Background: an optimization exercise with open tools, aiming at small area, a short achievable clock period and few clock cycles. Do not read the settings as production practice.
At most, simulation tests tie the RTL to the original design; equivalence was not proved.

==> trial 72 <==
==> flow/design.v (excerpt) <==
module top_mac(rst, clk, stf, x, a, n, s, eof, i, y);
	input rst, clk, stf;
	input [17:0] x;
	input [35:0] a;
	input [5:0] n;
	input [5:0] s;
	output eof;
	output [5:0] i;
	output [17:0] y;
	localparam [59:0] M1 = 60'h095ffffffffffff;
	reg busy_q, run_q;
	reg [5:0] i_q;
	reg [59:0] q0;
	wire [59:0] q1, d0, d1, r;
	wire en = busy_q | stf;
	wire keep = busy_q | (run_q & ~stf);
	mult_generic mod_mult (.x(x), .a(a), .en(en), .keep(keep), .q0(q0), .q1(q1), .d0(d0), .d1(d1));
	always @(posedge clk)
		q0 <= d0;
	genvar g;
	generate
		for (g = 0; g < 60; g = g + 1) begin : acc1
			if (M1[g]) begin : ff
				reg b;
				always @(posedge clk)
					b <= d1[g];
				assign q1[g] = b;
			end else begin : zero
				assign q1[g] = 1'b0;
			end
		end
	endgenerate
	always @(posedge clk, posedge rst) begin
		if (rst) begin
			busy_q <= 1'b0;
			run_q <= 1'b0;
			i_q <= 6'd0;
		end else begin
			run_q <= 1'b1;
			if (!busy_q) begin
				if (stf && n != 6'd0) begin
					busy_q <= 1'b1;
					i_q <= n;
				end
			end else if (i_q == 6'd1) begin
				busy_q <= 1'b0;
				i_q <= 6'd0;
			end else begin
				i_q <= i_q - 6'd1;
			end
		end
	end
	sum_generic mod_sum (.q(q0), .p(q1), .s(r));
	ajuste mod_ajuste (.r(r), .s(s), .y(y));
	assign eof = ~busy_q;
	assign i = i_q;
endmodule
==> flow/config.mk <==
export PLATFORM = sky130hd
export DESIGN_NAME = top_mac
export DESIGN_NICKNAME = top_mac
export VERILOG_FILES = /design/flow/design.v
export SDC_FILE = /design/flow/constraint.sdc
export NUM_CORES = 8
export LEC_CHECK = 0
export ABC_CLOCK_PERIOD_IN_PS = 5000
export CAP_MARGIN = 20
export CORE_MARGIN = 2
export CORE_UTILIZATION = 60
export PLACE_DENSITY = 0.65
export SETUP_SLACK_MARGIN = 3.5
export SLEW_MARGIN = 20
==> flow/constraint.sdc <==
create_clock -name core_clock -period 9.0 [get_ports {clk}]
set_input_delay 1.8000 -clock core_clock [delete_from_list [all_inputs] [get_ports {clk}]]
set_output_delay 1.8000 -clock core_clock [all_outputs]
set_load 0.01 [all_outputs]
standard.sh (not shown) runs the stock make flow with config.mk's settings and CLKGATE_MAP_FILE= SYNTH_SCRIPT=/design/flow/synth_recipe.tcl, a recipe that flattens the netlist after the stock synthesis.
==> flow/flow/run.sh <==
#!/bin/bash
# Layout flow: the standard flow, with every input and output port buffered by a
# sky130_fd_sc_hd__buf_4 (which the resizer may then size) instead of the buffer that
# buffer_ports picks by itself.
set -euo pipefail
export BUFFER_PORTS_ARGS="-buffer_cell sky130_fd_sc_hd__buf_4"
bash standard.sh > standard_flow.log 2>&1
==> build 7: changes against trial 72 <==
--- a/flow/config.mk
+++ b/flow/config.mk
@@ -7,7 +7,7 @@
 export LEC_CHECK = 0
-export ABC_CLOCK_PERIOD_IN_PS = 5000
+export ABC_AREA = 1
 export CAP_MARGIN = 20
 export CORE_MARGIN = 2
-export CORE_UTILIZATION = 60
-export PLACE_DENSITY = 0.65
+export CORE_UTILIZATION = 40
+export PLACE_DENSITY = 0.45
 export SETUP_SLACK_MARGIN = 3.5
==> comparison <==
In build 7 the clock-buffer cell count is higher than in trial 72, by 3. Between build 7 and trial 72, the lower routed wire length is in trial 72 (gap about 0.65%, measured against trial 72). In build 7 the non-clock buffer count is lower than in trial 72, by 26. Against build 7, the worst setup slack of trial 72 is worse by 760 ps. Of build 7 and trial 72, build 7 has the higher worst hold slack (gap 18 ps).
==> figures <==
Final routed wire length divided by cell count: trial 72 26.82 um; build 7 24.11 um
Fraction of synthesized area in multiplexers: trial 72 2.189%; build 7 0.05054%
Floorplan die area: trial 72 0.04056 mm2; build 7 0.05760 mm2
Most repeated cell in the gate-level netlist after synthesis: trial 72 fa_1; build 7 nand2_1
Clock-pin slew on the worst setup and hold paths: trial 72 70 ps; build 7 60 ps
Status: trial 72 timing/DRC/antenna clean; build 7 timing/DRC/antenna clean
Initial standard-cell utilization of the core: trial 72 60.64%; build 7 40.44%
PostCTS Resize Cnt: trial 72 144; build 7 80
Number of buffers and inverters on the critical path: trial 72 3; build 7 4
Final clock-cell share: trial 72 2.237%; build 7 2.462%
Metal2 WL: trial 72 37,690 um; build 7 38,670 um
Testbench counts of trial 72, summed over its fixed seeds: cycles 32,262.
Testbench counts of build 7, summed over its fixed seeds: cycles 32,262.

---

==> 02-09: inputs <==
top_mac, a different RTL version from the one above (not shown whole).
Settings: LEC_CHECK=0, ABC_AREA=1, CAP_MARGIN=20, CORE_MARGIN=2, CORE_UTILIZATION=40, PLACE_DENSITY=0.45, SETUP_SLACK_MARGIN=3.6, SLEW_MARGIN=20, TNS_END_PERCENT=10; clock period 9.0 ns.
==> flow/flow/run.sh <==
#!/bin/bash
# Layout flow: the standard flow (standard.sh) with these changes:
#  - every input and output port is buffered by sky130_fd_sc_hd__buf_4 (then sized by the
#    resizer) instead of the buffer that buffer_ports picks by itself;
#  - after the standard synthesis, flow/polopt.py chooses the polarity of the full adders and
#    swaps simple gates for their complement cells to remove inverters (registers untouched);
#  - clock tree synthesis without dummy loads.
# Each step's output goes to a log file of its own in this folder.
set -euo pipefail
export BUFFER_PORTS_ARGS="-buffer_cell sky130_fd_sc_hd__buf_4"
export CTS_ARGS="-sink_clustering_enable -repair_clock_nets -dont_use_dummy_load"
R=orfs/results/${FLOW_PLATFORM:-sky130hd}/top_mac/base
LIB=$FLOW_HOME/platforms/sky130hd/lib/sky130_fd_sc_hd__tt_025C_1v80.lib
bash standard.sh synth > flow_synth.log 2>&1
cp $R/1_2_yosys.v standard_1_2_yosys.v
python3 flow/polopt.py $LIB standard_1_2_yosys.v $R/1_2_yosys.v > flow_polopt.log 2>&1
bash standard.sh do-1_synth > flow_synth_odb.log 2>&1
bash standard.sh > flow_layout.log 2>&1
Other scripts of this flow, unchanged in this note and not shown: flow/flow/polopt.py
==> inputs of 04-20, as changes to 02-09 <==
- SETUP_SLACK_MARGIN: 3.6 -> 3.5
- TNS_END_PERCENT: 10 -> not set
==> metrics.yaml <==
layout:
  layout.area.seq_sq_mm: 0.00254
place:
  globalplace.congestion: 0.922
  dp_hpwl_microns: 62700
timing:
  clock_skew_ns: 0.0185
global_routing:
  grt_use_met2_pct: 50.0
status:
  status: "timing/DRC/antenna clean"
Source of the figures above: 04-20

==> metrics.yaml <==
status:
  status: "timing/DRC/antenna clean"
global_routing:
  grt_use_met2_pct: 51.5
timing:
  clock_skew_ns: 0.0151
place:
  globalplace.congestion: 0.962
  dp_hpwl_microns: 64300
worst_setup_path:
  rrSetupSlack_ns: 4.25
Source of the figures above: 02-09

No functional check of the RTL was part of any run of this note.

---

==> run a <==
top_mac, a different RTL version from the one above (not shown whole).
export LEC_CHECK = 0
export ABC_CLOCK_PERIOD_IN_PS = 5000
export CAP_MARGIN = 20
export CORE_MARGIN = 2
export CORE_UTILIZATION = 40
export PLACE_DENSITY = 0.45
export SLEW_MARGIN = 20
create_clock -name core_clock -period 9.0 [get_ports {clk}]
run.sh (not shown) runs the stock make flow with config.mk's settings and CLKGATE_MAP_FILE= SYNTH_SCRIPT=/design/flow/synth_recipe.tcl, a recipe that flattens the netlist after the stock synthesis.
Stock flow here: none of the scripts above is used.
==> inputs of run b, as changes to run a <==
SETUP_SLACK_MARGIN = 3.5   (was unset)
==> impl_results.md <==
- Status: timing/DRC/antenna clean
- Tightest Pin Transition: about 1.2 ns
- Fillers: 5165
- Buffer share of cell area: 0.05335
- Seq area share: 0.1041
- Most frequent cells in the layout: fa_1, xnor2_1, a22oi_1
- Critical-path cell list: ha_1 -> fa_1 -> a211oi_1 -> o21ai_1 -> o2111ai_1 -> nand2_1 -> inv_1 -> o21ai_0 -> a21boi_0 -> fa_1 -> and2_1 -> o31ai_1 -> a21boi_0 -> nand2_1 -> o21ai_0 -> mux2i_1 -> nor2_1 -> a21oi_1 -> clkdlybuf4s50_1
- Slowest-stage cell, CP: fa_1
(the above is from run a)
==> impl_results.md <==
- Metal2 WL: ~37000 um
- Status: timing/DRC/antenna clean
- Final Wtd Congestion: 0.9052
- Critical-path cell list: ha_4 -> fa_2 -> a211oi_2 -> o21ai_2 -> o2111ai_4 -> a211oi_4 -> o21ai_2 -> buf_6 -> o41ai_4 -> buf_6 -> buf_6 -> o211ai_1 -> nand2_1 -> fa_2 -> a21oi_4 -> a21oi_2 -> buf_4 -> buf_4 -> o21a_1 -> mux4_2 -> buf_6
- Slowest-stage cell, CP: fa_2
- Die width: 235.6 um
- Most frequent cells in the layout: fa_1, xnor2_1, a22oi_1
- Fillers: around 5100
- Tightest Pin Transition: 1.178 ns
- Required @ worst endpoint: between 7 and 8 ns
- Die Area: ~56000 sq um
- Buffer share of cell area: 0.1007
- Net Count, Synth: 2833
(the above is from run b)
No functional check of the RTL was part of any run of this note.

---

==> run P <==
Starting RTL as in the previous note.
Settings: LEC_CHECK=0, ABC_AREA=1, CAP_MARGIN=20, CORE_MARGIN=2, CORE_UTILIZATION=40, PLACE_DENSITY=0.45, SETUP_SLACK_MARGIN=3.5, SLEW_MARGIN=20; clock period 9.0 ns.
standard.sh (not shown) runs the stock make flow with config.mk's settings and CLKGATE_MAP_FILE= SYNTH_SCRIPT=/design/flow/synth_recipe.tcl, a recipe that flattens the netlist after the stock synthesis.
==> flow/flow/run.sh <==
#!/bin/bash
# Layout flow: the standard flow, with every input and output port buffered by a
# sky130_fd_sc_hd__buf_4 (which the resizer may then size) instead of the buffer that
# buffer_ports picks by itself.
set -euo pipefail
export BUFFER_PORTS_ARGS="-buffer_cell sky130_fd_sc_hd__buf_4"
bash standard.sh > standard_flow.log 2>&1
==> run G (differences from run P) <==
- ABC_AREA: 1 -> default
- ABC_CLOCK_PERIOD_IN_PS: default -> 5000
==> comparison <==
Run P completed with no timing, DRC or antenna violations. Run G went through all stages and came out clean. Against run G, the global-route usage of run P is higher by 3.3 points. In run P the via count is larger than in run G, by 7.9%. Sequential cell count is the same in run G and run P. Against run G, the critical path depth of run P is lower by 5. Register-to-register slack is about the same in run G and run P. Against run P, the maximum frequency of run G is lower by about 13%.
No functional check of the RTL was part of any run of this note.

static timing again, ports no longer ideal:
Ports are ideal in the flow. The routed layouts listed here were re-timed in OpenROAD.
Step 1 assumes that a clkbuf_16 drives the clock port and a buf_2 every other input.
Step 2 adds t to the input delays and takes it off the output delays; t is the mean of the earliest and latest rising clock arrival at the registers after step 1. Input paths then give back, and output paths get back, about the clock's delay inside the block.
Three values: ideal ports, drivers, drivers and shift; two values: the first two.
run	shift t [ns]	slack for setup (ns)	worst hold slack (ns)	latest minus earliest clock arrival (ns)	worst data-port slew with drivers (ns)
trial 72	0.524	2.762 / 2.699 / 2.779	0.534 / 0.534 / 0.534	0.018 / 0.017	0.07
build 7	0.550	3.527 / 3.534 / 3.009	0.552 / 0.552 / 0.552	0.020 / 0.020	0.08
02-09	0.522	3.475 / 3.499 / 2.982	0.549 / 0.549 / 0.549	0.019 / 0.019	0.05
04-20	0.510	3.525 / 3.533 / 3.023	0.552 / 0.552 / 0.552	0.019 / 0.018	0.06
run a	0.550	1.492 / 1.431 / 1.765	0.559 / 0.559 / 0.559	0.010 / 0.010	0.09
run b	0.547	2.360 / 2.297 / 2.410	0.547 / 0.547 / 0.547	0.022 / 0.022	0.04
run P	0.552	3.160 / 3.099 / 3.073	0.570 / 0.570 / 0.570	0.021 / 0.020	0.04
run G	0.526	2.272 / 2.211 / 2.605	0.554 / 0.554 / 0.554	0.013 / 0.013	0.09
After both steps setup and hold are still met in every run listed. For build 7, which loses most, drivers alone change the setup slack by +0.007 ns; drivers and shift together by -0.518 ns.
